Context: an optimization exercise on an open-source flow, tuned for small area, a short achievable clock period and few clock cycles per item. The choices shown serve that exercise and are no tape-out recipe.
The RTL was checked by simulation tests, not by an equivalence proof against the original design.
Power and IR drop assume default switching activity.

`flow/design.v`:
```
`timescale 1ns / 1ps
`timescale 1ns / 1ps
module mac (
    input  wire        clk,
    input  wire        rst,
    input  wire [31:0] x,
    input  wire [31:0] y,
    input  wire        start,
    output wire [31:0] z,
    output wire        busy
  );
  wire pp1 = ~(x[0] & y[0]);
  wire pp2 = ~(x[0] & y[1]);
  wire pp3 = ~(x[0] & y[2]);
  wire pp4 = ~(x[0] & y[3]);
  wire pp5 = ~(x[0] & y[4]);
  wire pp6 = ~(x[0] & y[5]);
  wire pp7 = ~(x[0] & y[6]);
  wire pp8 = x[0] & y[7];
  wire pp9 = ~(x[1] & y[0]);
  wire pp10 = ~(x[1] & y[1]);
  wire pp11 = ~(x[1] & y[2]);
  wire pp12 = ~(x[1] & y[3]);
  wire pp13 = ~(x[1] & y[4]);
  wire pp14 = ~(x[1] & y[5]);
  wire pp15 = ~(x[1] & y[6]);
  wire pp16 = x[1] & y[7];
  wire pp17 = ~(x[2] & y[0]);
  wire pp18 = ~(x[2] & y[1]);
  wire pp19 = ~(x[2] & y[2]);
  wire pp20 = ~(x[2] & y[3]);
  wire pp21 = ~(x[2] & y[4]);
  wire pp22 = ~(x[2] & y[5]);
  wire pp23 = ~(x[2] & y[6]);
  wire pp24 = x[2] & y[7];
  wire pp25 = ~(x[3] & y[0]);
  wire pp26 = ~(x[3] & y[1]);
  wire pp27 = ~(x[3] & y[2]);
  wire pp28 = ~(x[3] & y[3]);
  wire pp29 = ~(x[3] & y[4]);
  wire pp30 = ~(x[3] & y[5]);
  wire pp31 = ~(x[3] & y[6]);
  wire pp32 = x[3] & y[7];
  wire pp33 = ~(x[4] & y[0]);
  wire pp34 = ~(x[4] & y[1]);
  wire pp35 = ~(x[4] & y[2]);
  wire pp36 = ~(x[4] & y[3]);
  wire pp37 = ~(x[4] & y[4]);
  wire pp38 = ~(x[4] & y[5]);
  wire pp39 = ~(x[4] & y[6]);
  wire pp40 = x[4] & y[7];
  wire pp41 = ~(x[5] & y[0]);
  wire pp42 = ~(x[5] & y[1]);
  wire pp43 = ~(x[5] & y[2]);
  wire pp44 = ~(x[5] & y[3]);
  wire pp45 = ~(x[5] & y[4]);
  wire pp46 = ~(x[5] & y[5]);
  wire pp47 = ~(x[5] & y[6]);
  wire pp48 = x[5] & y[7];
  wire pp49 = ~(x[6] & y[0]);
  wire pp50 = ~(x[6] & y[1]);
  wire pp51 = ~(x[6] & y[2]);
  wire pp52 = ~(x[6] & y[3]);
  wire pp53 = ~(x[6] & y[4]);
  wire pp54 = ~(x[6] & y[5]);
  wire pp55 = ~(x[6] & y[6]);
  wire pp56 = x[6] & y[7];
  wire pp57 = x[7] & y[0];
  wire pp58 = x[7] & y[1];
  wire pp59 = x[7] & y[2];
  wire pp60 = x[7] & y[3];
  wire pp61 = x[7] & y[4];
  wire pp62 = x[7] & y[5];
  wire pp63 = x[7] & y[6];
  wire pp64 = ~(x[7] & y[7]);
  wire pp65 = ~(x[8] & y[8]);
  wire pp66 = ~(x[8] & y[9]);
  wire pp67 = ~(x[8] & y[10]);
  wire pp68 = ~(x[8] & y[11]);
  wire pp69 = ~(x[8] & y[12]);
  wire pp70 = ~(x[8] & y[13]);
  wire pp71 = ~(x[8] & y[14]);
  wire pp72 = x[8] & y[15];
  wire pp73 = ~(x[9] & y[8]);
  wire pp74 = ~(x[9] & y[9]);
  wire pp75 = ~(x[9] & y[10]);
  wire pp76 = ~(x[9] & y[11]);
  wire pp77 = ~(x[9] & y[12]);
  wire pp78 = ~(x[9] & y[13]);
  wire pp79 = ~(x[9] & y[14]);
  wire pp80 = x[9] & y[15];
  wire pp81 = ~(x[10] & y[8]);
  wire pp82 = ~(x[10] & y[9]);
  wire pp83 = ~(x[10] & y[10]);
  wire pp84 = ~(x[10] & y[11]);
  wire pp85 = ~(x[10] & y[12]);
  wire pp86 = ~(x[10] & y[13]);
  wire pp87 = ~(x[10] & y[14]);
  wire pp88 = x[10] & y[15];
  wire pp89 = ~(x[11] & y[8]);
  wire pp90 = ~(x[11] & y[9]);
  wire pp91 = ~(x[11] & y[10]);
  wire pp92 = ~(x[11] & y[11]);
  wire pp93 = ~(x[11] & y[12]);
  wire pp94 = ~(x[11] & y[13]);
  wire pp95 = ~(x[11] & y[14]);
  wire pp96 = x[11] & y[15];
  wire pp97 = ~(x[12] & y[8]);
  wire pp98 = ~(x[12] & y[9]);
  wire pp99 = ~(x[12] & y[10]);
  wire pp100 = ~(x[12] & y[11]);
  wire pp101 = ~(x[12] & y[12]);
  wire pp102 = ~(x[12] & y[13]);
  wire pp103 = ~(x[12] & y[14]);
  wire pp104 = x[12] & y[15];
  wire pp105 = ~(x[13] & y[8]);
  wire pp106 = ~(x[13] & y[9]);
  wire pp107 = ~(x[13] & y[10]);
  wire pp108 = ~(x[13] & y[11]);
  wire pp109 = ~(x[13] & y[12]);
  wire pp110 = ~(x[13] & y[13]);
  wire pp111 = ~(x[13] & y[14]);
  wire pp112 = x[13] & y[15];
  wire pp113 = ~(x[14] & y[8]);
  wire pp114 = ~(x[14] & y[9]);
  wire pp115 = ~(x[14] & y[10]);
  wire pp116 = ~(x[14] & y[11]);
  wire pp117 = ~(x[14] & y[12]);
  wire pp118 = ~(x[14] & y[13]);
  wire pp119 = ~(x[14] & y[14]);
  wire pp120 = x[14] & y[15];
  wire pp121 = x[15] & y[8];
  wire pp122 = x[15] & y[9];
  wire pp123 = x[15] & y[10];
  wire pp124 = x[15] & y[11];
  wire pp125 = x[15] & y[12];
  wire pp126 = x[15] & y[13];
  wire pp127 = x[15] & y[14];
  wire pp128 = ~(x[15] & y[15]);
  wire pp129 = ~(x[16] & y[16]);
  wire pp130 = ~(x[16] & y[17]);
  wire pp131 = ~(x[16] & y[18]);
  wire pp132 = ~(x[16] & y[19]);
  wire pp133 = ~(x[16] & y[20]);
  wire pp134 = ~(x[16] & y[21]);
  wire pp135 = ~(x[16] & y[22]);
  wire pp136 = x[16] & y[23];
  wire pp137 = ~(x[17] & y[16]);
  wire pp138 = ~(x[17] & y[17]);
  wire pp139 = ~(x[17] & y[18]);
  wire pp140 = ~(x[17] & y[19]);
  wire pp141 = ~(x[17] & y[20]);
  wire pp142 = ~(x[17] & y[21]);
  wire pp143 = ~(x[17] & y[22]);
  wire pp144 = x[17] & y[23];
  wire pp145 = ~(x[18] & y[16]);
  wire pp146 = ~(x[18] & y[17]);
  wire pp147 = ~(x[18] & y[18]);
  wire pp148 = ~(x[18] & y[19]);
  wire pp149 = ~(x[18] & y[20]);
  wire pp150 = ~(x[18] & y[21]);
  wire pp151 = ~(x[18] & y[22]);
  wire pp152 = x[18] & y[23];
  wire pp153 = ~(x[19] & y[16]);
  wire pp154 = ~(x[19] & y[17]);
  wire pp155 = ~(x[19] & y[18]);
  wire pp156 = ~(x[19] & y[19]);
  wire pp157 = ~(x[19] & y[20]);
  wire pp158 = ~(x[19] & y[21]);
  wire pp159 = ~(x[19] & y[22]);
  wire pp160 = x[19] & y[23];
  wire pp161 = ~(x[20] & y[16]);
  wire pp162 = ~(x[20] & y[17]);
  wire pp163 = ~(x[20] & y[18]);
  wire pp164 = ~(x[20] & y[19]);
  wire pp165 = ~(x[20] & y[20]);
  wire pp166 = ~(x[20] & y[21]);
  wire pp167 = ~(x[20] & y[22]);
  wire pp168 = x[20] & y[23];
  wire pp169 = ~(x[21] & y[16]);
  wire pp170 = ~(x[21] & y[17]);
  wire pp171 = ~(x[21] & y[18]);
  wire pp172 = ~(x[21] & y[19]);
  wire pp173 = ~(x[21] & y[20]);
  wire pp174 = ~(x[21] & y[21]);
  wire pp175 = ~(x[21] & y[22]);
  wire pp176 = x[21] & y[23];
  wire pp177 = ~(x[22] & y[16]);
  wire pp178 = ~(x[22] & y[17]);
  wire pp179 = ~(x[22] & y[18]);
  wire pp180 = ~(x[22] & y[19]);
  wire pp181 = ~(x[22] & y[20]);
  wire pp182 = ~(x[22] & y[21]);
  wire pp183 = ~(x[22] & y[22]);
  wire pp184 = x[22] & y[23];
  wire pp185 = x[23] & y[16];
  wire pp186 = x[23] & y[17];
  wire pp187 = x[23] & y[18];
  wire pp188 = x[23] & y[19];
  wire pp189 = x[23] & y[20];
  wire pp190 = x[23] & y[21];
  wire pp191 = x[23] & y[22];
  wire pp192 = ~(x[23] & y[23]);
  wire pp193 = ~(x[24] & y[24]);
  wire pp194 = ~(x[24] & y[25]);
  wire pp195 = ~(x[24] & y[26]);
  wire pp196 = ~(x[24] & y[27]);
  wire pp197 = ~(x[24] & y[28]);
  wire pp198 = ~(x[24] & y[29]);
  wire pp199 = ~(x[24] & y[30]);
  wire pp200 = x[24] & y[31];
  wire pp201 = ~(x[25] & y[24]);
  wire pp202 = ~(x[25] & y[25]);
  wire pp203 = ~(x[25] & y[26]);
  wire pp204 = ~(x[25] & y[27]);
  wire pp205 = ~(x[25] & y[28]);
  wire pp206 = ~(x[25] & y[29]);
  wire pp207 = ~(x[25] & y[30]);
  wire pp208 = x[25] & y[31];
  wire pp209 = ~(x[26] & y[24]);
  wire pp210 = ~(x[26] & y[25]);
  wire pp211 = ~(x[26] & y[26]);
  wire pp212 = ~(x[26] & y[27]);
  wire pp213 = ~(x[26] & y[28]);
  wire pp214 = ~(x[26] & y[29]);
  wire pp215 = ~(x[26] & y[30]);
  wire pp216 = x[26] & y[31];
  wire pp217 = ~(x[27] & y[24]);
  wire pp218 = ~(x[27] & y[25]);
  wire pp219 = ~(x[27] & y[26]);
  wire pp220 = ~(x[27] & y[27]);
  wire pp221 = ~(x[27] & y[28]);
  wire pp222 = ~(x[27] & y[29]);
  wire pp223 = ~(x[27] & y[30]);
  wire pp224 = x[27] & y[31];
  wire pp225 = ~(x[28] & y[24]);
  wire pp226 = ~(x[28] & y[25]);
  wire pp227 = ~(x[28] & y[26]);
  wire pp228 = ~(x[28] & y[27]);
  wire pp229 = ~(x[28] & y[28]);
  wire pp230 = ~(x[28] & y[29]);
  wire pp231 = ~(x[28] & y[30]);
  wire pp232 = x[28] & y[31];
  wire pp233 = ~(x[29] & y[24]);
  wire pp234 = ~(x[29] & y[25]);
  wire pp235 = ~(x[29] & y[26]);
  wire pp236 = ~(x[29] & y[27]);
  wire pp237 = ~(x[29] & y[28]);
  wire pp238 = ~(x[29] & y[29]);
  wire pp239 = ~(x[29] & y[30]);
  wire pp240 = x[29] & y[31];
  wire pp241 = ~(x[30] & y[24]);
  wire pp242 = ~(x[30] & y[25]);
  wire pp243 = ~(x[30] & y[26]);
  wire pp244 = ~(x[30] & y[27]);
  wire pp245 = ~(x[30] & y[28]);
  wire pp246 = ~(x[30] & y[29]);
  wire pp247 = ~(x[30] & y[30]);
  wire pp248 = x[30] & y[31];
  wire pp249 = x[31] & y[24];
  wire pp250 = x[31] & y[25];
  wire pp251 = x[31] & y[26];
  wire pp252 = x[31] & y[27];
  wire pp253 = x[31] & y[28];
  wire pp254 = x[31] & y[29];
  wire pp255 = x[31] & y[30];
  wire pp256 = ~(x[31] & y[31]);
  wire s257 = ~(pp1 ^ pp65);
  wire c258 = pp1 | pp65;
  wire s259, c259;
  mac_fa u259 (.a(pp129), .b(pp193), .ci(s257), .s(s259), .co(c259));
  wire s260 = ~(pp2 ^ pp9);
  wire c261 = pp2 | pp9;
  wire s262, c262;
  mac_fa u262 (.a(pp66), .b(pp73), .ci(pp130), .s(s262), .co(c262));
  wire s263, c263;
  mac_fa u263 (.a(pp137), .b(pp194), .ci(pp201), .s(s263), .co(c263));
  wire s264, c264;
  mac_fa u264 (.a(c258), .b(s260), .ci(s262), .s(s264), .co(c264));
  wire s265, c265;
  mac_fa u265 (.a(s263), .b(c259), .ci(s264), .s(s265), .co(c265));
  wire s266, c266;
  mac_fa u266 (.a(pp3), .b(pp10), .ci(pp17), .s(s266), .co(c266));
  wire s267, c267;
  mac_fa u267 (.a(pp67), .b(pp74), .ci(pp81), .s(s267), .co(c267));
  wire s268, c268;
  mac_fa u268 (.a(pp131), .b(pp138), .ci(pp145), .s(s268), .co(c268));
  wire s269, c269;
  mac_fa u269 (.a(pp195), .b(pp202), .ci(pp209), .s(s269), .co(c269));
  wire s270, c270;
  mac_fa u270 (.a(c261), .b(c262), .ci(c263), .s(s270), .co(c270));
  wire s271, c271;
  mac_fa u271 (.a(s266), .b(s267), .ci(s268), .s(s271), .co(c271));
  wire s272, c272;
  mac_fa u272 (.a(s269), .b(c264), .ci(s270), .s(s272), .co(c272));
  wire s273, c273;
  mac_fa u273 (.a(s271), .b(c265), .ci(s272), .s(s273), .co(c273));
  wire s274 = ~(pp4 ^ pp11);
  wire c275 = pp4 | pp11;
  wire s276, c276;
  mac_fa u276 (.a(pp18), .b(pp25), .ci(pp68), .s(s276), .co(c276));
  wire s277, c277;
  mac_fa u277 (.a(pp75), .b(pp82), .ci(pp89), .s(s277), .co(c277));
  wire s278, c278;
  mac_fa u278 (.a(pp132), .b(pp139), .ci(pp146), .s(s278), .co(c278));
  wire s279, c279;
  mac_fa u279 (.a(pp153), .b(pp196), .ci(pp203), .s(s279), .co(c279));
  wire s280, c280;
  mac_fa u280 (.a(pp210), .b(pp217), .ci(s274), .s(s280), .co(c280));
  wire s281, c281;
  mac_fa u281 (.a(c266), .b(c267), .ci(c268), .s(s281), .co(c281));
  wire s282, c282;
  mac_fa u282 (.a(c269), .b(s276), .ci(s277), .s(s282), .co(c282));
  wire s283, c283;
  mac_fa u283 (.a(s278), .b(s279), .ci(s280), .s(s283), .co(c283));
  wire s284, c284;
  mac_fa u284 (.a(c270), .b(c271), .ci(s281), .s(s284), .co(c284));
  wire s285, c285;
  mac_fa u285 (.a(s282), .b(s283), .ci(c272), .s(s285), .co(c285));
  wire s286, c286;
  mac_fa u286 (.a(s284), .b(c273), .ci(s285), .s(s286), .co(c286));
  wire s287 = ~(pp5 ^ pp12);
  wire c288 = pp5 | pp12;
  wire s289, c289;
  mac_fa u289 (.a(pp19), .b(pp26), .ci(pp33), .s(s289), .co(c289));
  wire s290, c290;
  mac_fa u290 (.a(pp69), .b(pp76), .ci(pp83), .s(s290), .co(c290));
  wire s291, c291;
  mac_fa u291 (.a(pp90), .b(pp97), .ci(pp133), .s(s291), .co(c291));
  wire s292, c292;
  mac_fa u292 (.a(pp140), .b(pp147), .ci(pp154), .s(s292), .co(c292));
  wire s293, c293;
  mac_fa u293 (.a(pp161), .b(pp197), .ci(pp204), .s(s293), .co(c293));
  wire s294, c294;
  mac_fa u294 (.a(pp211), .b(pp218), .ci(pp225), .s(s294), .co(c294));
  wire s295, c295;
  mac_fa u295 (.a(c275), .b(s287), .ci(c276), .s(s295), .co(c295));
  wire s296, c296;
  mac_fa u296 (.a(c277), .b(c278), .ci(c279), .s(s296), .co(c296));
  wire s297, c297;
  mac_fa u297 (.a(s289), .b(s290), .ci(s291), .s(s297), .co(c297));
  wire s298, c298;
  mac_fa u298 (.a(s292), .b(s293), .ci(s294), .s(s298), .co(c298));
  wire s299, c299;
  mac_fa u299 (.a(c280), .b(c281), .ci(c282), .s(s299), .co(c299));
  wire s300, c300;
  mac_fa u300 (.a(s295), .b(s296), .ci(s297), .s(s300), .co(c300));
  wire s301, c301;
  mac_fa u301 (.a(s298), .b(c283), .ci(c284), .s(s301), .co(c301));
  wire s302, c302;
  mac_fa u302 (.a(s299), .b(s300), .ci(c285), .s(s302), .co(c302));
  wire s303, c303;
  mac_fa u303 (.a(s301), .b(c286), .ci(s302), .s(s303), .co(c303));
  wire s304 = ~(pp6 ^ pp13);
  wire c305 = pp6 | pp13;
  wire s306, c306;
  mac_fa u306 (.a(pp20), .b(pp27), .ci(pp34), .s(s306), .co(c306));
  wire s307, c307;
  mac_fa u307 (.a(pp41), .b(pp70), .ci(pp77), .s(s307), .co(c307));
  wire s308, c308;
  mac_fa u308 (.a(pp84), .b(pp91), .ci(pp98), .s(s308), .co(c308));
  wire s309, c309;
  mac_fa u309 (.a(pp105), .b(pp134), .ci(pp141), .s(s309), .co(c309));
  wire s310, c310;
  mac_fa u310 (.a(pp148), .b(pp155), .ci(pp162), .s(s310), .co(c310));
  wire s311, c311;
  mac_fa u311 (.a(pp169), .b(pp198), .ci(pp205), .s(s311), .co(c311));
  wire s312, c312;
  mac_fa u312 (.a(pp212), .b(pp219), .ci(pp226), .s(s312), .co(c312));
  wire s313, c313;
  mac_fa u313 (.a(pp233), .b(c288), .ci(s304), .s(s313), .co(c313));
  wire s314, c314;
  mac_fa u314 (.a(c289), .b(c290), .ci(c291), .s(s314), .co(c314));
  wire s315, c315;
  mac_fa u315 (.a(c292), .b(c293), .ci(c294), .s(s315), .co(c315));
  wire s316, c316;
  mac_fa u316 (.a(s306), .b(s307), .ci(s308), .s(s316), .co(c316));
  wire s317, c317;
  mac_fa u317 (.a(s309), .b(s310), .ci(s311), .s(s317), .co(c317));
  wire s318, c318;
  mac_fa u318 (.a(s312), .b(s313), .ci(c295), .s(s318), .co(c318));
  wire s319, c319;
  mac_fa u319 (.a(c296), .b(c297), .ci(c298), .s(s319), .co(c319));
  wire s320, c320;
  mac_fa u320 (.a(s314), .b(s315), .ci(s316), .s(s320), .co(c320));
  wire s321, c321;
  mac_fa u321 (.a(s317), .b(c299), .ci(c300), .s(s321), .co(c321));
  wire s322, c322;
  mac_fa u322 (.a(s318), .b(s319), .ci(s320), .s(s322), .co(c322));
  wire s323, c323;
  mac_fa u323 (.a(c301), .b(s321), .ci(s322), .s(s323), .co(c323));
  wire s324 = ~(pp7 ^ pp14);
  wire c325 = pp7 | pp14;
  wire s326, c326;
  mac_fa u326 (.a(pp21), .b(pp28), .ci(pp35), .s(s326), .co(c326));
  wire s327, c327;
  mac_fa u327 (.a(pp42), .b(pp49), .ci(pp71), .s(s327), .co(c327));
  wire s328, c328;
  mac_fa u328 (.a(pp78), .b(pp85), .ci(pp92), .s(s328), .co(c328));
  wire s329, c329;
  mac_fa u329 (.a(pp99), .b(pp106), .ci(pp113), .s(s329), .co(c329));
  wire s330, c330;
  mac_fa u330 (.a(pp135), .b(pp142), .ci(pp149), .s(s330), .co(c330));
  wire s331, c331;
  mac_fa u331 (.a(pp156), .b(pp163), .ci(pp170), .s(s331), .co(c331));
  wire s332, c332;
  mac_fa u332 (.a(pp177), .b(pp199), .ci(pp206), .s(s332), .co(c332));
  wire s333, c333;
  mac_fa u333 (.a(pp213), .b(pp220), .ci(pp227), .s(s333), .co(c333));
  wire s334, c334;
  mac_fa u334 (.a(pp234), .b(pp241), .ci(c305), .s(s334), .co(c334));
  wire s335, c335;
  mac_fa u335 (.a(s324), .b(c306), .ci(c307), .s(s335), .co(c335));
  wire s336, c336;
  mac_fa u336 (.a(c308), .b(c309), .ci(c310), .s(s336), .co(c336));
  wire s337, c337;
  mac_fa u337 (.a(c311), .b(c312), .ci(s326), .s(s337), .co(c337));
  wire s338, c338;
  mac_fa u338 (.a(s327), .b(s328), .ci(s329), .s(s338), .co(c338));
  wire s339, c339;
  mac_fa u339 (.a(s330), .b(s331), .ci(s332), .s(s339), .co(c339));
  wire s340, c340;
  mac_fa u340 (.a(s333), .b(s334), .ci(c313), .s(s340), .co(c340));
  wire s341, c341;
  mac_fa u341 (.a(c314), .b(c315), .ci(c316), .s(s341), .co(c341));
  wire s342, c342;
  mac_fa u342 (.a(c317), .b(s335), .ci(s336), .s(s342), .co(c342));
  wire s343, c343;
  mac_fa u343 (.a(s337), .b(s338), .ci(s339), .s(s343), .co(c343));
  wire s344, c344;
  mac_fa u344 (.a(s340), .b(c318), .ci(c319), .s(s344), .co(c344));
  wire s345, c345;
  mac_fa u345 (.a(c320), .b(s341), .ci(s342), .s(s345), .co(c345));
  wire s346, c346;
  mac_fa u346 (.a(s343), .b(c321), .ci(c322), .s(s346), .co(c346));
  wire s347, c347;
  mac_fa u347 (.a(s344), .b(s345), .ci(c323), .s(s347), .co(c347));
  wire s348 = ~(pp8 ^ pp15);
  wire c349 = pp8 | pp15;
  wire s350, c350;
  mac_fa u350 (.a(pp22), .b(pp29), .ci(pp36), .s(s350), .co(c350));
  wire s351, c351;
  mac_fa u351 (.a(pp43), .b(pp50), .ci(pp57), .s(s351), .co(c351));
  wire s352, c352;
  mac_fa u352 (.a(pp72), .b(pp79), .ci(pp86), .s(s352), .co(c352));
  wire s353, c353;
  mac_fa u353 (.a(pp93), .b(pp100), .ci(pp107), .s(s353), .co(c353));
  wire s354, c354;
  mac_fa u354 (.a(pp114), .b(pp121), .ci(pp136), .s(s354), .co(c354));
  wire s355, c355;
  mac_fa u355 (.a(pp143), .b(pp150), .ci(pp157), .s(s355), .co(c355));
  wire s356, c356;
  mac_fa u356 (.a(pp164), .b(pp171), .ci(pp178), .s(s356), .co(c356));
  wire s357, c357;
  mac_fa u357 (.a(pp185), .b(pp200), .ci(pp207), .s(s357), .co(c357));
  wire s358, c358;
  mac_fa u358 (.a(pp214), .b(pp221), .ci(pp228), .s(s358), .co(c358));
  wire s359, c359;
  mac_fa u359 (.a(pp235), .b(pp242), .ci(pp249), .s(s359), .co(c359));
  wire s360, c360;
  mac_fa u360 (.a(c325), .b(s348), .ci(c326), .s(s360), .co(c360));
  wire s361, c361;
  mac_fa u361 (.a(c327), .b(c328), .ci(c329), .s(s361), .co(c361));
  wire s362, c362;
  mac_fa u362 (.a(c330), .b(c331), .ci(c332), .s(s362), .co(c362));
  wire s363, c363;
  mac_fa u363 (.a(c333), .b(s350), .ci(s351), .s(s363), .co(c363));
  wire s364, c364;
  mac_fa u364 (.a(s352), .b(s353), .ci(s354), .s(s364), .co(c364));
  wire s365, c365;
  mac_fa u365 (.a(s355), .b(s356), .ci(s357), .s(s365), .co(c365));
  wire s366, c366;
  mac_fa u366 (.a(s358), .b(s359), .ci(c334), .s(s366), .co(c366));
  wire s367, c367;
  mac_fa u367 (.a(c335), .b(c336), .ci(c337), .s(s367), .co(c367));
  wire s368, c368;
  mac_fa u368 (.a(c338), .b(c339), .ci(s360), .s(s368), .co(c368));
  wire s369, c369;
  mac_fa u369 (.a(s361), .b(s362), .ci(s363), .s(s369), .co(c369));
  wire s370, c370;
  mac_fa u370 (.a(s364), .b(s365), .ci(s366), .s(s370), .co(c370));
  wire s371, c371;
  mac_fa u371 (.a(c340), .b(c341), .ci(c342), .s(s371), .co(c371));
  wire s372, c372;
  mac_fa u372 (.a(c343), .b(s367), .ci(s368), .s(s372), .co(c372));
  wire s373, c373;
  mac_fa u373 (.a(s369), .b(s370), .ci(c344), .s(s373), .co(c373));
  wire s374, c374;
  mac_fa u374 (.a(c345), .b(s371), .ci(s372), .s(s374), .co(c374));
  wire s375, c375;
  mac_fa u375 (.a(c346), .b(s373), .ci(s374), .s(s375), .co(c375));
  wire s376 = ~(pp16 ^ pp23);
  wire c377 = pp16 | pp23;
  wire s378, c378;
  mac_fa u378 (.a(pp30), .b(pp37), .ci(pp44), .s(s378), .co(c378));
  wire s379, c379;
  mac_fa u379 (.a(pp51), .b(pp58), .ci(pp80), .s(s379), .co(c379));
  wire s380, c380;
  mac_fa u380 (.a(pp87), .b(pp94), .ci(pp101), .s(s380), .co(c380));
  wire s381, c381;
  mac_fa u381 (.a(pp108), .b(pp115), .ci(pp122), .s(s381), .co(c381));
  wire s382, c382;
  mac_fa u382 (.a(pp144), .b(pp151), .ci(pp158), .s(s382), .co(c382));
  wire s383, c383;
  mac_fa u383 (.a(pp165), .b(pp172), .ci(pp179), .s(s383), .co(c383));
  wire s384, c384;
  mac_fa u384 (.a(pp186), .b(pp208), .ci(pp215), .s(s384), .co(c384));
  wire s385, c385;
  mac_fa u385 (.a(pp222), .b(pp229), .ci(pp236), .s(s385), .co(c385));
  wire s386, c386;
  mac_fa u386 (.a(pp243), .b(pp250), .ci(c349), .s(s386), .co(c386));
  wire s387, c387;
  mac_fa u387 (.a(s376), .b(c350), .ci(c351), .s(s387), .co(c387));
  wire s388, c388;
  mac_fa u388 (.a(c352), .b(c353), .ci(c354), .s(s388), .co(c388));
  wire s389, c389;
  mac_fa u389 (.a(c355), .b(c356), .ci(c357), .s(s389), .co(c389));
  wire s390, c390;
  mac_fa u390 (.a(c358), .b(c359), .ci(s378), .s(s390), .co(c390));
  wire s391, c391;
  mac_fa u391 (.a(s379), .b(s380), .ci(s381), .s(s391), .co(c391));
  wire s392, c392;
  mac_fa u392 (.a(s382), .b(s383), .ci(s384), .s(s392), .co(c392));
  wire s393, c393;
  mac_fa u393 (.a(s385), .b(s386), .ci(c360), .s(s393), .co(c393));
  wire s394, c394;
  mac_fa u394 (.a(c361), .b(c362), .ci(c363), .s(s394), .co(c394));
  wire s395, c395;
  mac_fa u395 (.a(c364), .b(c365), .ci(s387), .s(s395), .co(c395));
  wire s396, c396;
  mac_fa u396 (.a(s388), .b(s389), .ci(s390), .s(s396), .co(c396));
  wire s397, c397;
  mac_fa u397 (.a(s391), .b(s392), .ci(c366), .s(s397), .co(c397));
  wire s398, c398;
  mac_fa u398 (.a(c367), .b(c368), .ci(c369), .s(s398), .co(c398));
  wire s399, c399;
  mac_fa u399 (.a(s393), .b(s394), .ci(s395), .s(s399), .co(c399));
  wire s400, c400;
  mac_fa u400 (.a(s396), .b(c370), .ci(s397), .s(s400), .co(c400));
  wire s401, c401;
  mac_fa u401 (.a(c371), .b(c372), .ci(s398), .s(s401), .co(c401));
  wire s402, c402;
  mac_fa u402 (.a(s399), .b(s400), .ci(c373), .s(s402), .co(c402));
  wire s403 = ~(pp24 ^ pp31);
  wire c404 = pp24 | pp31;
  wire s405, c405;
  mac_fa u405 (.a(pp38), .b(pp45), .ci(pp52), .s(s405), .co(c405));
  wire s406, c406;
  mac_fa u406 (.a(pp59), .b(pp88), .ci(pp95), .s(s406), .co(c406));
  wire s407, c407;
  mac_fa u407 (.a(pp102), .b(pp109), .ci(pp116), .s(s407), .co(c407));
  wire s408, c408;
  mac_fa u408 (.a(pp123), .b(pp152), .ci(pp159), .s(s408), .co(c408));
  wire s409, c409;
  mac_fa u409 (.a(pp166), .b(pp173), .ci(pp180), .s(s409), .co(c409));
  wire s410, c410;
  mac_fa u410 (.a(pp187), .b(pp216), .ci(pp223), .s(s410), .co(c410));
  wire s411, c411;
  mac_fa u411 (.a(pp230), .b(pp237), .ci(pp244), .s(s411), .co(c411));
  wire s412, c412;
  mac_fa u412 (.a(pp251), .b(c377), .ci(s403), .s(s412), .co(c412));
  wire s413, c413;
  mac_fa u413 (.a(c378), .b(c379), .ci(c380), .s(s413), .co(c413));
  wire s414, c414;
  mac_fa u414 (.a(c381), .b(c382), .ci(c383), .s(s414), .co(c414));
  wire s415, c415;
  mac_fa u415 (.a(c384), .b(c385), .ci(s405), .s(s415), .co(c415));
  wire s416, c416;
  mac_fa u416 (.a(s406), .b(s407), .ci(s408), .s(s416), .co(c416));
  wire s417, c417;
  mac_fa u417 (.a(s409), .b(s410), .ci(s411), .s(s417), .co(c417));
  wire s418, c418;
  mac_fa u418 (.a(c386), .b(s412), .ci(c387), .s(s418), .co(c418));
  wire s419, c419;
  mac_fa u419 (.a(c388), .b(c389), .ci(c390), .s(s419), .co(c419));
  wire s420, c420;
  mac_fa u420 (.a(c391), .b(c392), .ci(s413), .s(s420), .co(c420));
  wire s421, c421;
  mac_fa u421 (.a(s414), .b(s415), .ci(s416), .s(s421), .co(c421));
  wire s422, c422;
  mac_fa u422 (.a(s417), .b(c393), .ci(c394), .s(s422), .co(c422));
  wire s423, c423;
  mac_fa u423 (.a(c395), .b(c396), .ci(s418), .s(s423), .co(c423));
  wire s424, c424;
  mac_fa u424 (.a(s419), .b(s420), .ci(s421), .s(s424), .co(c424));
  wire s425, c425;
  mac_fa u425 (.a(c397), .b(c398), .ci(c399), .s(s425), .co(c425));
  wire s426, c426;
  mac_fa u426 (.a(s422), .b(s423), .ci(s424), .s(s426), .co(c426));
  wire s427, c427;
  mac_fa u427 (.a(c400), .b(c401), .ci(s425), .s(s427), .co(c427));
  wire s428, c428;
  mac_fa u428 (.a(pp32), .b(pp39), .ci(pp46), .s(s428), .co(c428));
  wire s429, c429;
  mac_fa u429 (.a(pp53), .b(pp60), .ci(pp96), .s(s429), .co(c429));
  wire s430, c430;
  mac_fa u430 (.a(pp103), .b(pp110), .ci(pp117), .s(s430), .co(c430));
  wire s431, c431;
  mac_fa u431 (.a(pp124), .b(pp160), .ci(pp167), .s(s431), .co(c431));
  wire s432, c432;
  mac_fa u432 (.a(pp174), .b(pp181), .ci(pp188), .s(s432), .co(c432));
  wire s433, c433;
  mac_fa u433 (.a(pp224), .b(pp231), .ci(pp238), .s(s433), .co(c433));
  wire s434, c434;
  mac_fa u434 (.a(pp245), .b(pp252), .ci(c404), .s(s434), .co(c434));
  wire s435, c435;
  mac_fa u435 (.a(c405), .b(c406), .ci(c407), .s(s435), .co(c435));
  wire s436, c436;
  mac_fa u436 (.a(c408), .b(c409), .ci(c410), .s(s436), .co(c436));
  wire s437, c437;
  mac_fa u437 (.a(c411), .b(s428), .ci(s429), .s(s437), .co(c437));
  wire s438, c438;
  mac_fa u438 (.a(s430), .b(s431), .ci(s432), .s(s438), .co(c438));
  wire s439, c439;
  mac_fa u439 (.a(s433), .b(s434), .ci(c412), .s(s439), .co(c439));
  wire s440, c440;
  mac_fa u440 (.a(c413), .b(c414), .ci(c415), .s(s440), .co(c440));
  wire s441, c441;
  mac_fa u441 (.a(c416), .b(c417), .ci(s435), .s(s441), .co(c441));
  wire s442, c442;
  mac_fa u442 (.a(s436), .b(s437), .ci(s438), .s(s442), .co(c442));
  wire s443, c443;
  mac_fa u443 (.a(s439), .b(c418), .ci(c419), .s(s443), .co(c443));
  wire s444, c444;
  mac_fa u444 (.a(c420), .b(c421), .ci(s440), .s(s444), .co(c444));
  wire s445, c445;
  mac_fa u445 (.a(s441), .b(s442), .ci(c422), .s(s445), .co(c445));
  wire s446, c446;
  mac_fa u446 (.a(c423), .b(c424), .ci(s443), .s(s446), .co(c446));
  wire s447, c447;
  mac_fa u447 (.a(s444), .b(c425), .ci(c426), .s(s447), .co(c447));
  wire s448, c448;
  mac_fa u448 (.a(pp40), .b(pp47), .ci(pp54), .s(s448), .co(c448));
  wire s449, c449;
  mac_fa u449 (.a(pp61), .b(pp104), .ci(pp111), .s(s449), .co(c449));
  wire s450, c450;
  mac_fa u450 (.a(pp118), .b(pp125), .ci(pp168), .s(s450), .co(c450));
  wire s451, c451;
  mac_fa u451 (.a(pp175), .b(pp182), .ci(pp189), .s(s451), .co(c451));
  wire s452, c452;
  mac_fa u452 (.a(pp232), .b(pp239), .ci(pp246), .s(s452), .co(c452));
  wire s453, c453;
  mac_fa u453 (.a(pp253), .b(c428), .ci(c429), .s(s453), .co(c453));
  wire s454, c454;
  mac_fa u454 (.a(c430), .b(c431), .ci(c432), .s(s454), .co(c454));
  wire s455, c455;
  mac_fa u455 (.a(c433), .b(s448), .ci(s449), .s(s455), .co(c455));
  wire s456, c456;
  mac_fa u456 (.a(s450), .b(s451), .ci(s452), .s(s456), .co(c456));
  wire s457, c457;
  mac_fa u457 (.a(c434), .b(c435), .ci(c436), .s(s457), .co(c457));
  wire s458, c458;
  mac_fa u458 (.a(c437), .b(c438), .ci(s453), .s(s458), .co(c458));
  wire s459, c459;
  mac_fa u459 (.a(s454), .b(s455), .ci(s456), .s(s459), .co(c459));
  wire s460, c460;
  mac_fa u460 (.a(c439), .b(c440), .ci(c441), .s(s460), .co(c460));
  wire s461, c461;
  mac_fa u461 (.a(c442), .b(s457), .ci(s458), .s(s461), .co(c461));
  wire s462, c462;
  mac_fa u462 (.a(s459), .b(c443), .ci(c444), .s(s462), .co(c462));
  wire s463, c463;
  mac_fa u463 (.a(s460), .b(s461), .ci(c445), .s(s463), .co(c463));
  wire s464, c464;
  mac_fa u464 (.a(pp48), .b(pp55), .ci(pp62), .s(s464), .co(c464));
  wire s465, c465;
  mac_fa u465 (.a(pp112), .b(pp119), .ci(pp126), .s(s465), .co(c465));
  wire s466, c466;
  mac_fa u466 (.a(pp176), .b(pp183), .ci(pp190), .s(s466), .co(c466));
  wire s467, c467;
  mac_fa u467 (.a(pp240), .b(pp247), .ci(pp254), .s(s467), .co(c467));
  wire s468, c468;
  mac_fa u468 (.a(c448), .b(c449), .ci(c450), .s(s468), .co(c468));
  wire s469, c469;
  mac_fa u469 (.a(c451), .b(c452), .ci(s464), .s(s469), .co(c469));
  wire s470, c470;
  mac_fa u470 (.a(s465), .b(s466), .ci(s467), .s(s470), .co(c470));
  wire s471, c471;
  mac_fa u471 (.a(c453), .b(c454), .ci(c455), .s(s471), .co(c471));
  wire s472, c472;
  mac_fa u472 (.a(c456), .b(s468), .ci(s469), .s(s472), .co(c472));
  wire s473, c473;
  mac_fa u473 (.a(s470), .b(c457), .ci(c458), .s(s473), .co(c473));
  wire s474, c474;
  mac_fa u474 (.a(c459), .b(s471), .ci(s472), .s(s474), .co(c474));
  wire s475, c475;
  mac_fa u475 (.a(c460), .b(c461), .ci(s473), .s(s475), .co(c475));
  wire s476, c476;
  mac_fa u476 (.a(s474), .b(c462), .ci(s475), .s(s476), .co(c476));
  wire s477, c477;
  mac_fa u477 (.a(pp56), .b(pp63), .ci(pp120), .s(s477), .co(c477));
  wire s478, c478;
  mac_fa u478 (.a(pp127), .b(pp184), .ci(pp191), .s(s478), .co(c478));
  wire s479, c479;
  mac_fa u479 (.a(pp248), .b(pp255), .ci(c464), .s(s479), .co(c479));
  wire s480, c480;
  mac_fa u480 (.a(c465), .b(c466), .ci(c467), .s(s480), .co(c480));
  wire s481, c481;
  mac_fa u481 (.a(s477), .b(s478), .ci(c468), .s(s481), .co(c481));
  wire s482, c482;
  mac_fa u482 (.a(c469), .b(c470), .ci(s479), .s(s482), .co(c482));
  wire s483, c483;
  mac_fa u483 (.a(s480), .b(c471), .ci(c472), .s(s483), .co(c483));
  wire s484, c484;
  mac_fa u484 (.a(s481), .b(s482), .ci(c473), .s(s484), .co(c484));
  wire s485, c485;
  mac_fa u485 (.a(c474), .b(s483), .ci(c475), .s(s485), .co(c485));
  wire s486, c486;
  mac_fa u486 (.a(pp64), .b(pp128), .ci(pp192), .s(s486), .co(c486));
  wire s487, c487;
  mac_fa u487 (.a(pp256), .b(c477), .ci(c478), .s(s487), .co(c487));
  wire s488, c488;
  mac_fa u488 (.a(s486), .b(c479), .ci(c480), .s(s488), .co(c488));
  wire s489, c489;
  mac_fa u489 (.a(s487), .b(c481), .ci(c482), .s(s489), .co(c489));
  wire s490, c490;
  mac_fa u490 (.a(s488), .b(c483), .ci(s489), .s(s490), .co(c490));
  wire s491, c491;
  mac_fa u491 (.a(c486), .b(c487), .ci(c488), .s(s491), .co(c491));
  wire s492, c492;
  mac_fa u492 (.a(c489), .b(s491), .ci(c490), .s(s492), .co(c492));
  reg  [37:0] r;
  always @(posedge clk)
  begin
    if (start)
      r <= {c492, c491, s492, c485, s490, c484, s485, c476, s484, s476, c463, s463, c447, s462, c446, s447, c427, s446, s445, s427, c402, s426, s402, c375, s401, c374, s375, c347, s347, s346, c303, s323, c302, s303, s286, s273, s265, s259};
  end
  wire s493, c493;
  mac_fa u493 (.a(r[5]), .b(r[6]), .ci(r[7]), .s(s493), .co(c493));
  wire s494, c494;
  mac_fa u494 (.a(r[8]), .b(r[9]), .ci(c493), .s(s494), .co(c494));
  wire s495 = r[10] ^ r[11];
  wire c496 = r[10] & r[11];
  wire s497, c497;
  mac_fa u497 (.a(r[12]), .b(r[13]), .ci(r[14]), .s(s497), .co(c497));
  wire s498, c498;
  mac_fa u498 (.a(r[15]), .b(c496), .ci(s497), .s(s498), .co(c498));
  wire s499, c499;
  mac_fa u499 (.a(r[16]), .b(r[17]), .ci(r[18]), .s(s499), .co(c499));
  wire s500 = c497 ^ s499;
  wire c501 = c497 & s499;
  wire s502, c502;
  mac_fa u502 (.a(r[19]), .b(r[20]), .ci(r[21]), .s(s502), .co(c502));
  wire s503, c503;
  mac_fa u503 (.a(r[22]), .b(c499), .ci(s502), .s(s503), .co(c503));
  wire s504, c504;
  mac_fa u504 (.a(r[23]), .b(r[24]), .ci(r[25]), .s(s504), .co(c504));
  wire s505, c505;
  mac_fa u505 (.a(r[26]), .b(c502), .ci(s504), .s(s505), .co(c505));
  wire s506, c506;
  mac_fa u506 (.a(r[27]), .b(r[28]), .ci(c504), .s(s506), .co(c506));
  wire s507, c507;
  mac_fa u507 (.a(r[29]), .b(r[30]), .ci(r[31]), .s(s507), .co(c507));
  wire s508, c508;
  mac_fa u508 (.a(r[32]), .b(r[33]), .ci(r[34]), .s(s508), .co(c508));
  wire g0 = r[0] & 1'b0;
  wire p0 = r[0] ^ 1'b0;
  wire g1 = r[1] & 1'b0;
  wire p1 = r[1] ^ 1'b0;
  wire g2 = r[2] & 1'b0;
  wire p2 = r[2] ^ 1'b0;
  wire g3 = r[3] & 1'b0;
  wire p3 = r[3] ^ 1'b0;
  wire g4 = r[4] & 1'b0;
  wire p4 = r[4] ^ 1'b0;
  wire g5 = s493 & 1'b0;
  wire p5 = s493 ^ 1'b0;
  wire g6 = s494 & 1'b0;
  wire p6 = s494 ^ 1'b0;
  wire g7 = s495 & c494;
  wire p7 = s495 ^ c494;
  wire g8 = s498 & 1'b0;
  wire p8 = s498 ^ 1'b0;
  wire g9 = s500 & c498;
  wire p9 = s500 ^ c498;
  wire g10 = c501 & s503;
  wire p10 = c501 ^ s503;
  wire g11 = c503 & s505;
  wire p11 = c503 ^ s505;
  wire g12 = c505 & s506;
  wire p12 = c505 ^ s506;
  wire g13 = s507 & c506;
  wire p13 = s507 ^ c506;
  wire g14 = c507 & s508;
  wire p14 = c507 ^ s508;
  wire g15 = r[35] & c508;
  wire p15 = r[35] ^ c508;
  wire g16 = r[36] & r[37];
  wire p16 = r[36] ^ r[37];
  wire G1_1 = g1 | (p1 & g0);
  wire P1_1 = p1 & p0;
  wire G1_3 = g3 | (p3 & g2);
  wire P1_3 = p3 & p2;
  wire G1_5 = g5 | (p5 & g4);
  wire P1_5 = p5 & p4;
  wire G1_7 = g7 | (p7 & g6);
  wire P1_7 = p7 & p6;
  wire G1_9 = g9 | (p9 & g8);
  wire P1_9 = p9 & p8;
  wire G1_11 = g11 | (p11 & g10);
  wire P1_11 = p11 & p10;
  wire G1_13 = g13 | (p13 & g12);
  wire P1_13 = p13 & p12;
  wire G1_15 = g15 | (p15 & g14);
  wire P1_15 = p15 & p14;
  wire G2_2 = g2 | (p2 & G1_1);
  wire P2_2 = p2 & P1_1;
  wire G2_3 = G1_3 | (P1_3 & G1_1);
  wire P2_3 = P1_3 & P1_1;
  wire G2_6 = g6 | (p6 & G1_5);
  wire P2_6 = p6 & P1_5;
  wire G2_7 = G1_7 | (P1_7 & G1_5);
  wire P2_7 = P1_7 & P1_5;
  wire G2_10 = g10 | (p10 & G1_9);
  wire P2_10 = p10 & P1_9;
  wire G2_11 = G1_11 | (P1_11 & G1_9);
  wire P2_11 = P1_11 & P1_9;
  wire G2_14 = g14 | (p14 & G1_13);
  wire P2_14 = p14 & P1_13;
  wire G2_15 = G1_15 | (P1_15 & G1_13);
  wire P2_15 = P1_15 & P1_13;
  wire G4_4 = g4 | (p4 & G2_3);
  wire P4_4 = p4 & P2_3;
  wire G4_5 = G1_5 | (P1_5 & G2_3);
  wire P4_5 = P1_5 & P2_3;
  wire G4_6 = G2_6 | (P2_6 & G2_3);
  wire P4_6 = P2_6 & P2_3;
  wire G4_7 = G2_7 | (P2_7 & G2_3);
  wire P4_7 = P2_7 & P2_3;
  wire G4_12 = g12 | (p12 & G2_11);
  wire P4_12 = p12 & P2_11;
  wire G4_13 = G1_13 | (P1_13 & G2_11);
  wire P4_13 = P1_13 & P2_11;
  wire G4_14 = G2_14 | (P2_14 & G2_11);
  wire P4_14 = P2_14 & P2_11;
  wire G4_15 = G2_15 | (P2_15 & G2_11);
  wire P4_15 = P2_15 & P2_11;
  wire G8_8 = g8 | (p8 & G4_7);
  wire P8_8 = p8 & P4_7;
  wire G8_9 = G1_9 | (P1_9 & G4_7);
  wire P8_9 = P1_9 & P4_7;
  wire G8_10 = G2_10 | (P2_10 & G4_7);
  wire P8_10 = P2_10 & P4_7;
  wire G8_11 = G2_11 | (P2_11 & G4_7);
  wire P8_11 = P2_11 & P4_7;
  wire G8_12 = G4_12 | (P4_12 & G4_7);
  wire P8_12 = P4_12 & P4_7;
  wire G8_13 = G4_13 | (P4_13 & G4_7);
  wire P8_13 = P4_13 & P4_7;
  wire G8_14 = G4_14 | (P4_14 & G4_7);
  wire P8_14 = P4_14 & P4_7;
  wire G8_15 = G4_15 | (P4_15 & G4_7);
  wire P8_15 = P4_15 & P4_7;
  wire [2:0] sgn;
  mac_sgn1 usgn0 (.g(g16), .p(p16), .c(G8_15), .s(sgn[0]));
  mac_sgn1 usgn1 (.g(g16), .p(p16), .c(G8_15), .s(sgn[1]));
  mac_sgn1 usgn2 (.g(g16), .p(p16), .c(G8_15), .s(sgn[2]));
  assign z    = {sgn[2], sgn[2], sgn[2], sgn[2], sgn[2], sgn[1], sgn[1], sgn[1], sgn[1], sgn[1], sgn[0], sgn[0], sgn[0], sgn[0], sgn[0],
                 ~(p16 ^ G8_15), ~(p15 ^ G8_14), ~(p14 ^ G8_13), ~(p13 ^ G8_12), ~(p12 ^ G8_11), ~(p11 ^ G8_10), ~(p10 ^ G8_9), ~(p9 ^ G8_8), ~(p8 ^ G4_7), ~(p7 ^ G4_6), ~(p6 ^ G4_5), ~(p5 ^ G4_4), ~(p4 ^ G2_3), ~(p3 ^ G2_2), ~(p2 ^ G1_1), ~(p1 ^ g0), ~p0};
  assign busy = 1'b0;
endmodule
module mac_fa (
    input  wire a,
    input  wire b,
    input  wire ci,
    output wire s,
    output wire co
  );
  assign s  = a ^ b ^ ci;
  assign co = (a & b) | (a & ci) | (b & ci);
endmodule
module mac_sgn (
    input  wire t,
    input  wire g,
    input  wire p,
    input  wire c,
    output wire s
  );
  assign s = ~(t ^ (g | (p & c)));
endmodule
module mac_sgn0 (
    input  wire g,
    input  wire p,
    input  wire c,
    output wire s
  );
  assign s = ~(g | (p & c));
endmodule
module mac_sgn1 (
    input  wire g,
    input  wire p,
    input  wire c,
    output wire s
  );
  assign s = g | (p & c);
endmodule
```
`flow/flow/run.sh`:
```
#!/bin/bash
# The standard layout (standard.sh), with port buffers of the given cell instead
# of the one buffer_ports picks by default.  make's output goes to standard.log;
# ORFS keeps each step's log under orfs/logs.
set -euo pipefail
export BUFFER_PORTS_ARGS="-buffer_cell sky130_fd_sc_hd__buf_2"
bash standard.sh > standard.log 2>&1
```
`flow/standard.sh`:
```
#!/bin/bash
# synth_recipe.tcl (not shown) runs the flow's synth.tcl, then flattens the netlist and writes it again
# the make line also repeats each setting of config.mk as NAME=value (left out here)
make -C /OpenROAD-flow-scripts/flow DESIGN_CONFIG=/design/flow/config.mk WORK_HOME=/design/flow/orfs CLKGATE_MAP_FILE= SYNTH_SCRIPT=/design/flow/synth_recipe.tcl "${@:-finish}"
```
`flow/config.mk`:
```
export PLATFORM = sky130hd
export DESIGN_NAME = mac
export DESIGN_NICKNAME = mac
export VERILOG_FILES = /design/flow/design.v
export SDC_FILE = /design/flow/constraint.sdc
export NUM_CORES = 4
export LEC_CHECK = 0
export CAP_MARGIN = 20
export CORE_MARGIN = 2
export CORE_UTILIZATION = 75
export SETUP_SLACK_MARGIN = 2.35
export SLEW_MARGIN = 20
export SYNTH_HIERARCHICAL = 1
export SYNTH_MINIMUM_KEEP_SIZE = 0
```
`flow/constraint.sdc`:
```
create_clock -name core_clock -period 7.0 [get_ports {clk}]
set_input_delay 1.4000 -clock core_clock [delete_from_list [all_inputs] [get_ports {clk}]]
set_output_delay 1.4000 -clock core_clock [all_outputs]
set_load 0.01 [all_outputs]
```
==> results of run 1 <==
[how the worst min path moves through the flow]
stage          slack, ns  start   end  depth (start not counted)
3_5_place_dp        1.86   r[1]  z[1]                          2
5_1_grt             1.67  x[24]  r[0]                          3
2_1_floorplan       1.51  start  r[0]                          0
3_3_place_gp        1.85   r[0]  z[0]                          2
6_report            1.64  x[24]  r[0]                          3
4_1_cts             1.62  x[24]  r[0]                          3
[final cells by class]
cell class	instances	area, sq um
Timing Repair Buffer	99	523
Clock buffer	5	68.8
Sequential cell	38	1140
Tap cell	133	166
Clock inverter	3	63.8
Inverter	29	109
Multi-Input combinational cell	536	6330
Fill cell	527	1460
[modules after synthesis (local to each module, per instance)]
module | area (sq um) | copies in the design | cells inside
mac_fa | 20.0 | 230 | 1
mac | 3050 | 1 | 401
mac_sgn1 | 7.51 | 3 | 1
[where the power goes]
group | switching, uW | internal [uW] | leakage [uW]
Clock | 74.5 | 141 | 0.0000658
Sequential | 66.7 | 524 | 0.000373
Combinational | 2040 | 1660 | 0.00282
[synthesized netlist by cell type]
| master | count | share of area, % |
|---|---|---|
| nor2_1 | 3 | 0.15 |
| ha_1 | 21 | 3.4 |
| nor2_2 | 1 | 0.082 |
| conb_1 | 1 | 0.049 |
| xor2_1 | 4 | 0.46 |
| a221o_1 | 1 | 0.13 |
| xnor2_2 | 1 | 0.21 |
| nor3_4 | 1 | 0.21 |
| nand2_1 | 188 | 9.2 |
| a211oi_2 | 1 | 0.16 |
| clkbuf_1 | 18 | 0.88 |
| fa_1 | 230 | 60 |
| a221oi_2 | 1 | 0.20 |
| a21o_1 | 4 | 0.39 |
| a21oi_1 | 1 | 0.065 |
| nor3_2 | 1 | 0.13 |
| a31oi_1 | 1 | 0.082 |
| buf_4 | 13 | 1.3 |
| and3_1 | 1 | 0.082 |
| xnor2_1 | 3 | 0.34 |
| edfxtp_1 | 38 | 15 |
| and2_1 | 69 | 5.6 |
| a2111oi_4 | 1 | 0.36 |
| nand3_1 | 1 | 0.065 |
| inv_1 | 29 | 1.4 |
| a31o_4 | 1 | 0.23 |
[kinds of logic after synthesis]
family / after synthesis / share of synthesized area [%]
AO/OA/AOI/OAI: 11 / 1.61
other: 1 / 0.0488
XOR/XNOR: 8 / 1.01
adder cells (fa/ha/maj): 251 / 63.4
AND/OR/NAND/NOR: 265 / 15.5
buffers and inverters: 60 / 3.57
flip-flops: 38 / 14.9
[layer usage]
metal	vias up	GRT usage [%]
li1	2076	-
met1	2661	51.1
met2	445	67.4
met3	85	14.0
met4	0	12.3
met5	-	0
[metrics by stage]
step	cells	utilization [%]
after floorplan	634	-
after global placement	833	82.9
after detailed placement	833	82.9
after CTS	841	84.4
after global routing	843	85.2
final	843	85.2
[what timing repair did]
action	CTS	global route
resized for setup	5	19
buffers inserted	0	2
endpoints found under the setup margin	2	18
pin swaps	0	11
cloned	0	0
==> impl_metrics.env, run 1 <==
export IMPL_synth_area_sq_um=7680
export IMPL_crit_chain="buf_2, nand2_1, fa_1, fa_2, fa_2, fa_1, fa_1, fa_1"
export IMPL_tightest_slew_ns=0.810
export IMPL_drt_iter0_markers=480
export IMPL_largest_reg_flops=38
export IMPL_path_depth=8
export IMPL_final_net_count=1027
export IMPL_max_vdd_ir_drop_uv=780
export IMPL_hold_slack_ns=1.64
export IMPL_synth_seq_cells=38
export IMPL_dpl_hpwl_microns=17400
export IMPL_cap_violations=0
export IMPL_hold_violations=0
export IMPL_setup_viol=0
export IMPL_portBuffers=97
export IMPL_start_util_pct=77.9
export IMPL_dieArea_sq_um=11100
export IMPL_synth_avg_cell_area_sq_um=12.1
export IMPL_ant_nets=0
export IMPL_cp_top_family="adder cells"
export IMPL_critPathRequiredTime_ns=7.02
export IMPL_core_area_sq_um=9860
export IMPL_cp_slowest_stage_delay_ns=0.60
export IMPL_worstSetupEndpointType="flip-flop"
export IMPL_layout_common_cells="fa_1 (216), nand2_1 (187), buf_2 (88)"
export IMPL_drive_above_1_share_pct=18.7
export IMPL_synth_warnings=7
export IMPL_dr_pass1_iters=5
export IMPL_place_ws_ns=2.01
export IMPL_hold_buffers=0
export IMPL_fmax_mhz=214
export IMPL_met2_length_microns=10100
export IMPL_die_w_microns=105
export IMPL_rsz0062_at_grt="true"
export IMPL_synth_cells=634
export IMPL_numClockSinks=38
export IMPL_regMostFlops="r"
export IMPL_via_count=5267
export IMPL_avgRoutedWirePerCell_microns=24.6
export IMPL_gp_congestion=0.981
export IMPL_path_buf_inv=1
export IMPL_startpoint_type="input pin"
export IMPL_syn_nets=952
export IMPL_grt_pass1_vias=6070
export IMPL_remaining_drc_errors=0
export IMPL_die_height_microns=105
export IMPL_drt_total_wl_microns=20800
export IMPL_leakage_uw=0.00326
export IMPL_cts_max_level=2
export IMPL_overflow=0
export IMPL_track_usage_pct=40.6
export IMPL_grt_pass1_wl_microns=32400
export IMPL_final_area_sq_um=8410
export IMPL_area_growth_pct=9.47
export IMPL_path_max_fanout=8
export IMPL_crit_start="y[3]"
export IMPL_crit_end="r[11]"
export IMPL_crit_type="input pin to flip-flop"
export IMPL_yosysSeqAreaShare_pct=14.9
export IMPL_slowest_stage="fa_1"
export IMPL_final_period_utilization_pct=66.8
export IMPL_wl_met3_microns=2790
export IMPL_cts_tree="yes"
export IMPL_via_per_inst=6.25
export IMPL_status="timing/DRC/antenna clean"
export IMPL_placed_area_sq_um=8180
export IMPL_slew_headroom_pct=46.0
export IMPL_io_pins=100
export IMPL_yosysUniqueCellTypes=26
export IMPL_post_layout_total_power_uw=4510
export IMPL_period_needed_ns=4.67
export IMPL_clk_pin_slew_ns=0.07
export IMPL_top_regs="r x38"
export IMPL_diodes=0
export IMPL_final_common_cell="fa_1"
export IMPL_clk_path_buf_depth=2
export IMPL_met1_length_microns=7050
export IMPL_crit_arrival_ns=4.70
export IMPL_setup_tns_ns=0
export IMPL_top_layer_used="met4"
export IMPL_slew_violations=0
export IMPL_p_per_area_nw_per_um2=536
export IMPL_antenna_found_initial=0
export IMPL_std_cell_rows=36
export IMPL_min_delay_path_class="input pin to flip-flop"
export IMPL_numCtsBuffers=5
export IMPL_grt_start_max_net_pins=39
export IMPL_cp_common_cell="fa_1"
export IMPL_root_buffer="clkbuf_8"
export IMPL_fin_ws_ns=2.33
Testbench counts, summed over its fixed seeds: cycles 512, items 512.
==> run 2, diff against run 1 <==
--- a/flow/config.mk
+++ b/flow/config.mk
@@ -7,7 +7,7 @@
 export LEC_CHECK = 0
 export CAP_MARGIN = 20
 export CORE_MARGIN = 2
-export CORE_UTILIZATION = 75
+export CORE_UTILIZATION = 40
 export SETUP_SLACK_MARGIN = 2.35
 export SLEW_MARGIN = 20
 export SYNTH_HIERARCHICAL = 1
==> run 2 against run 1 <==
Compared with the run above:
- combinational power shrank 9.2%
- fmax grew 1.5%
- via count shrank 5.7%
- global-route usage shrank 19 points
- sequential power shrank 3%
- non-clock buffer count shrank 2
- utilization shrank 40 points
- total power shrank 7.7%
- synthesized cell count is the same
- final cell count grew 12%
- die area grew 84%
- critical endpoint unchanged
- largest cell class unchanged
- highest routed layer unchanged
==> impl_metrics.env, run 2 <==
export IMPL_max_vdd_ir_drop_uv=262
export IMPL_tightest_slew_ns=0.883
export IMPL_dr_pass1_iters=5
export IMPL_die_height_microns=143
export IMPL_fillerInstances=1731
export IMPL_root_buffer="clkbuf_16"
export IMPL_die_w_microns=143
export IMPL_setup_viol=0
export IMPL_hold_slack_ns=1.69
export IMPL_synth_top_family_by_area="adder cells"
export IMPL_path_buf_inv=1
export IMPL_track_usage_pct=21.5
export IMPL_synth_common_cells="fa_1 (230), nand2_1 (188), and2_1 (69), edfxtp_1 (38), inv_1 (29)"
export IMPL_synthAdderAreaFrac_pct=63.4
export IMPL_remaining_drc_errors=0
export IMPL_yosysTopAreaCell="fa_1"
export IMPL_ant_nets=0
export IMPL_cts_tree="yes"
export IMPL_ys_top_cells_by_area="fa_1 (60%), edfxtp_1 (15%), nand2_1 (9.2%)"
export IMPL_slowest_stage="fa_1"
export IMPL_cts_max_level=2
export IMPL_slew_violations=0
export IMPL_drt_iter0_markers=289
export IMPL_crit_chain="buf_2, nand2_1, fa_1, fa_1, fa_1, fa_1, fa_1, fa_1"
export IMPL_synth_warnings=7
export IMPL_synth_compound_area_share_pct=1.61
export IMPL_diodes=0
export IMPL_grt_pass1_vias=5749
export IMPL_leakage_uw=0.00326
export IMPL_regMostFlops="r"
export IMPL_setup_tns_ns=0
export IMPL_portBuffers=97
export IMPL_gp_congestion=0.937
export IMPL_synth_area_sq_um=7680
export IMPL_yosys_most_used_dff="edfxtp_1"
export IMPL_synthXorXnorAreaFrac_pct=1.01
export IMPL_p_per_area_nw_per_um2=486
export IMPL_synth_top_area_share_pct=60.0
export IMPL_synth_most_common_cell="fa_1"
export IMPL_cap_violations=0
export IMPL_layout_common_cells="fa_1 (216), nand2_1 (188), buf_2 (77)"
export IMPL_rsz0062_at_grt="false"
export IMPL_via_per_inst=5.27
export IMPL_place_ws_ns=2.04
export IMPL_worstSetupEndpointType="flip-flop"
export IMPL_yosysUniqueCellTypes=26
export IMPL_dpl_hpwl_microns=17800
export IMPL_synth_avg_cell_area_sq_um=12.1
export IMPL_io_pins=100
export IMPL_synth_cells=634
export IMPL_startpoint_type="input pin"
export IMPL_async_flop_share_pct=0
export IMPL_cp_top_family="adder cells"
export IMPL_final_util_pct=45.6
export IMPL_numClockSinks=38
export IMPL_cp_common_cell="fa_1"
export IMPL_synthSimpleGateAreaFrac_pct=15.5
export IMPL_start_util_pct=40.9
export IMPL_slew_headroom_pct=41.1
export IMPL_synthMuxAreaShare_pct=0
export IMPL_synth_edff_count=38
export IMPL_largest_reg_flops=38
export IMPL_drt_total_wl_microns=20700
export IMPL_yosysSeqAreaShare_pct=14.9
export IMPL_syn_nets=952
export IMPL_min_delay_path_class="input pin to flip-flop"
export IMPL_grt_start_max_net_pins=39
export IMPL_area_growth_pct=11.3
export IMPL_dieArea_sq_um=20300
export IMPL_core_area_sq_um=18800
export IMPL_crit_type="input pin to flip-flop"
export IMPL_drive_above_1_share_pct=18.2
export IMPL_path_max_fanout=8
export IMPL_synth_seq_cells=38
export IMPL_clk_path_buf_depth=2
export IMPL_fmax_mhz=217
export IMPL_clk_pin_slew_ns=0.06
export IMPL_numCtsBuffers=5
export IMPL_overflow=0
export IMPL_grt_pass1_wl_microns=32200
export IMPL_avgRoutedWirePerCell_microns=22.0
export IMPL_post_layout_total_power_uw=4160
export IMPL_hold_violations=0
export IMPL_cp_slowest_stage_delay_ns=0.59
export IMPL_fin_ws_ns=2.39
export IMPL_critPathRequiredTime_ns=7.02
export IMPL_final_common_cell="fa_1"
export IMPL_final_net_count=1025
export IMPL_via_count=4967
export IMPL_hold_buffers=0
export IMPL_period_needed_ns=4.61
export IMPL_final_period_utilization_pct=65.8
export IMPL_std_cell_rows=50
export IMPL_top_regs="r x38"
export IMPL_antenna_found_initial=0
export IMPL_status="timing/DRC/antenna clean"
export IMPL_crit_arrival_ns=4.63
## run 2: cell types whose count changed in the layout (fill, tap and decap cells not counted), sizes merged
cell / delta
buf: -11
bufinv: -2
clkbuf: +9
clkinv: +1
clkinvlp: +1
## run 2: final cells by class
cell class	count	area, sq um	area share [%]
inverter	29	109	1.27
timing repair buffer	97	536	6.26
multi-input combinational	536	6330	74.0
clock buffer	5	125	1.46
tap	234	293	3.42
sequential	38	1140	13.3
clock inverter	3	16.3	0.190
## run 2: per-module statistics from Yosys, one instance, submodules excluded
module / cells inside / flops+latches / area, sq um / copies in the design
mac_sgn1: 1 / 0 / 7.51 / 3
mac: 401 / 38 / 3050 / 1
mac_fa: 1 / 0 / 20.0 / 230
## run 2: cells by family after synthesis
logic type                 count (synthesis)
buffers and inverters                     60
AOI/OAI and AO/OA                         11
adders and majority gates                251
xor gates and xnor gates                   8
other                                      1
and+or+nand+nor                          265
DFF                                       38
## run 2: final timing paths
kind | slack [ns] | endpoint | startpoint | cells past startpoint
max | 2.39 | r[11] | y[11] | 8
min | 1.69 | r[0] | y[24] | 3
## run 2: timing repair
item                       in CTS  in global routing
setup buffers                   0                  0
setup endpoints to repair       1                 23
gates resized for setup         2                 30
pin swaps                       0                  5
## run 2: power breakdown
part / internal [uW] / total (uW) / switching (uW) / leakage (uW)
logic: 1560 / 3360 / 1800 / 0.00282
registers: 523 / 576 / 52.8 / 0.000373
clock network: 130 / 218 / 88.2 / 0.0000672
## run 2: stage by stage
| stage | std cells | area (sq um) |
|---|---|---|
| finish | 942 | 8550 |
| global route | 942 | 8550 |
| CTS | 942 | 8450 |
| detailed placement | 934 | 8310 |
| global placement | 934 | 8310 |
| floorplan | 634 | 7710 |
## run 2: routing by layer
metal / wire length (microns) / GRT usage (%) / vias up
li1: - / - / 2071
met1: 8350 / 28.5 / 2645
met2: 10500 / 37.6 / 219
met3: 1480 / 2.73 / 32
met4: 393 / 5.78 / 0
met5: 0 / 0 / -
==> run 3, diff against run 2 <==
--- a/flow/config.mk
+++ b/flow/config.mk
@@ -8,6 +8,7 @@
 export CAP_MARGIN = 20
 export CORE_MARGIN = 2
 export CORE_UTILIZATION = 40
+export PLACE_DENSITY = 0.85
 export SETUP_SLACK_MARGIN = 2.35
 export SLEW_MARGIN = 20
 export SYNTH_HIERARCHICAL = 1
==> run 3 against run 2 <==
Compared with the run above:
- sequential cell count is the same
- clock power grew 33%
- via count grew 2.2%
- sequential power about the same
- synthesized cell count unchanged
- wire length decreased by 6.1%
- first-iteration DRC count is 8.3% higher
- largest power group unchanged
==> impl_metrics.env, run 3 <==
export IMPL_final_common_cell="fa_1"
export IMPL_status="timing/DRC/antenna clean"
export IMPL_register_area_sq_um=1140
export IMPL_synth_seq_cells=38
export IMPL_yosysUniqueCellTypes=26
export IMPL_overflow=0
export IMPL_diodes=0
export IMPL_p_clk_share_pct=6.9
export IMPL_synthMuxAreaShare_pct=0
export IMPL_clk_pin_slew_ns=0.06
export IMPL_core_area_sq_um=18800
export IMPL_layout_common_cells="fa_1 (216), nand2_1 (187), buf_2 (80)"
export IMPL_seq_power_share_pct=13.8
export IMPL_max_vdd_ir_drop_uv=303
export IMPL_die_height_microns=143
export IMPL_synth_avg_cell_area_sq_um=12.1
export IMPL_start_util_pct=40.9
export IMPL_rsz0062_at_grt="true"
export IMPL_placed_area_sq_um=8310
export IMPL_via_count=5076
export IMPL_area_growth_pct=11.7
export IMPL_regMostFlops="r"
export IMPL_portBuffers=97
export IMPL_synth_edff_count=38
export IMPL_dr_pass1_iters=5
export IMPL_synth_area_sq_um=7680
export IMPL_crit_arrival_ns=4.63
export IMPL_cts_tree="yes"
export IMPL_synthAdderAreaFrac_pct=63.4
export IMPL_final_area_sq_um=8580
export IMPL_yosys_most_used_dff="edfxtp_1"
export IMPL_yosysSeqAreaShare_pct=14.9
export IMPL_fillerInstances=1697
export IMPL_hold_violations=0
export IMPL_tightest_slew_ns=0.837
export IMPL_power_switching_uw=1960
export IMPL_die_w_microns=143
export IMPL_drt_total_wl_microns=19500
export IMPL_power_frac_comb_pct=79.3
export IMPL_path_max_fanout=8
export IMPL_syn_nets=952
export IMPL_final_net_count=1025
export IMPL_drive_above_1_share_pct=18.2
export IMPL_critPathRequiredTime_ns=7.02
export IMPL_drt_iter0_markers=313
export IMPL_ys_top_cells_by_area="fa_1 (60%), edfxtp_1 (15%), nand2_1 (9.2%)"
export IMPL_slew_violations=0
export IMPL_dieArea_sq_um=20300
export IMPL_yosysTopAreaCell="fa_1"
export IMPL_min_delay_path_class="input pin to flip-flop"
export IMPL_cap_violations=0
export IMPL_synth_common_cells="fa_1 (230), nand2_1 (188), and2_1 (69), edfxtp_1 (38), inv_1 (29)"
export IMPL_track_usage_pct=20.7
export IMPL_std_cell_rows=50
export IMPL_clk_path_buf_depth=2
export IMPL_grt_pass1_vias=5925
export IMPL_setup_tns_ns=0
export IMPL_synth_cells=634
export IMPL_async_flop_share_pct=0
export IMPL_synth_compound_area_share_pct=1.61
export IMPL_grt_start_max_net_pins=39
export IMPL_internal_power_uw=2240
export IMPL_grt_pass1_wl_microns=31700
export IMPL_p_per_area_nw_per_um2=489
export IMPL_synth_top_family_by_area="adder cells"
export IMPL_root_buffer="clkbuf_16"
export IMPL_gp_congestion=0.963
export IMPL_io_pins=100
export IMPL_period_needed_ns=4.61
export IMPL_switching_share_pct=46.7
export IMPL_numCtsBuffers=5
export IMPL_remaining_drc_errors=0
export IMPL_final_period_utilization_pct=65.8
export IMPL_avgRoutedWirePerCell_microns=20.7
export IMPL_numClockSinks=38
export IMPL_synth_top_area_share_pct=60.0
export IMPL_cts_max_level=2
export IMPL_fmax_mhz=217
export IMPL_synthSimpleGateAreaFrac_pct=15.5
export IMPL_synth_most_common_cell="fa_1"
export IMPL_worstSetupEndpointType="flip-flop"
export IMPL_synthXorXnorAreaFrac_pct=1.01
export IMPL_slew_headroom_pct=44.2
export IMPL_leakage_uw=0.00328
export IMPL_setup_viol=0
export IMPL_synth_warnings=7
export IMPL_dpl_hpwl_microns=17200
export IMPL_top_regs="r x38"
export IMPL_ant_nets=0
export IMPL_multi_input_area_sq_um=6320
export IMPL_crit_type="input pin to flip-flop"
export IMPL_largest_reg_flops=38
export IMPL_startpoint_type="input pin"
export IMPL_antenna_found_initial=0
export IMPL_via_per_inst=5.39
==> run 3: critical path, stage by stage <==
cell     delay (ns)
buf_2          0.18
nand2_1        0.11
fa_1           0.48
fa_1           0.66
fa_1           0.48
fa_1           0.40
fa_1           0.51
fa_1           0.40
==> run 3: modules after synthesis (local to each module, per instance) <==
| module | flip-flops and latches | area (sq um) |
|---|---|---|
| mac_sgn1 | 0 | 7.51 |
| mac_fa | 0 | 20.0 |
| mac | 38 | 3050 |
==> run 3: metrics by stage <==
step                      hold WS [ns]  setup slack, ns  utilization [%]  std cells  power (uW)
final                             1.66             2.39             45.7        942        4190
after global routing              1.68             2.32             45.7        942        4690
after CTS                         1.66             2.37             45.3        942        4210
after detailed placement          1.86             2.05             44.3        934        3910
after global placement            1.85             2.11             44.3        934        3750
after floorplan                   1.51             2.32                -        634        2890
==> run 3: final timing paths <==
| path | start | cells past startpoint | end |
|---|---|---|---|
| worst max-delay path | y[5] | 8 | r[18] |
| worst min-delay path | y[16] | 3 | r[0] |
==> run 3: area by class of cell <==
| cell class | count | area share [%] |
|---|---|---|
| Multi-Input combinational cell | 536 | 73.7 |
| Sequential cell | 38 | 13.3 |
| Timing Repair Buffer | 97 | 6.15 |
| Tap cell | 234 | 3.41 |
| Clock buffer | 5 | 1.46 |
| Inverter | 29 | 1.27 |
| Clock inverter | 3 | 0.744 |
==> run 3: power by group through the flow <==
stage | Combinational (uW) | Clock (uW) | Sequential, uW
after floorplan | 2320 | 0 | 570
after global placement | 3170 | 0 | 577
after detailed placement | 3330 | 0 | 585
after CTS | 3330 | 293 | 581
after global routing | 3790 | 301 | 595
final | 3330 | 290 | 577
==> run 3: metal layers <==
layer | GRT usage (%) | wire length [microns] | share of wire (%) | up-vias
met4 | 7.71 | 486 | 2.5 | 0
li1 | - | - | - | 2071
met3 | 4.48 | 1900 | 9.8 | 46
met5 | 0 | 0 | 0 | -
met2 | 34.7 | 9630 | 49 | 283
met1 | 26.5 | 7450 | 38 | 2676
==> run 3: what timing repair did <==
action,CTS,global route
resized for setup,1,28
setup buffers,0,0
hold buffers,0,0
setup endpoints to repair,1,22
pin swaps,0,6
==> run 3: cell families after synthesis <==
group / count (synthesis)
buffers and inverters: 60
other: 1
DFF: 38
xor gates and xnor gates: 8
AOI/OAI and AO/OA: 11
adders and majority gates: 251
and+or+nand+nor: 265
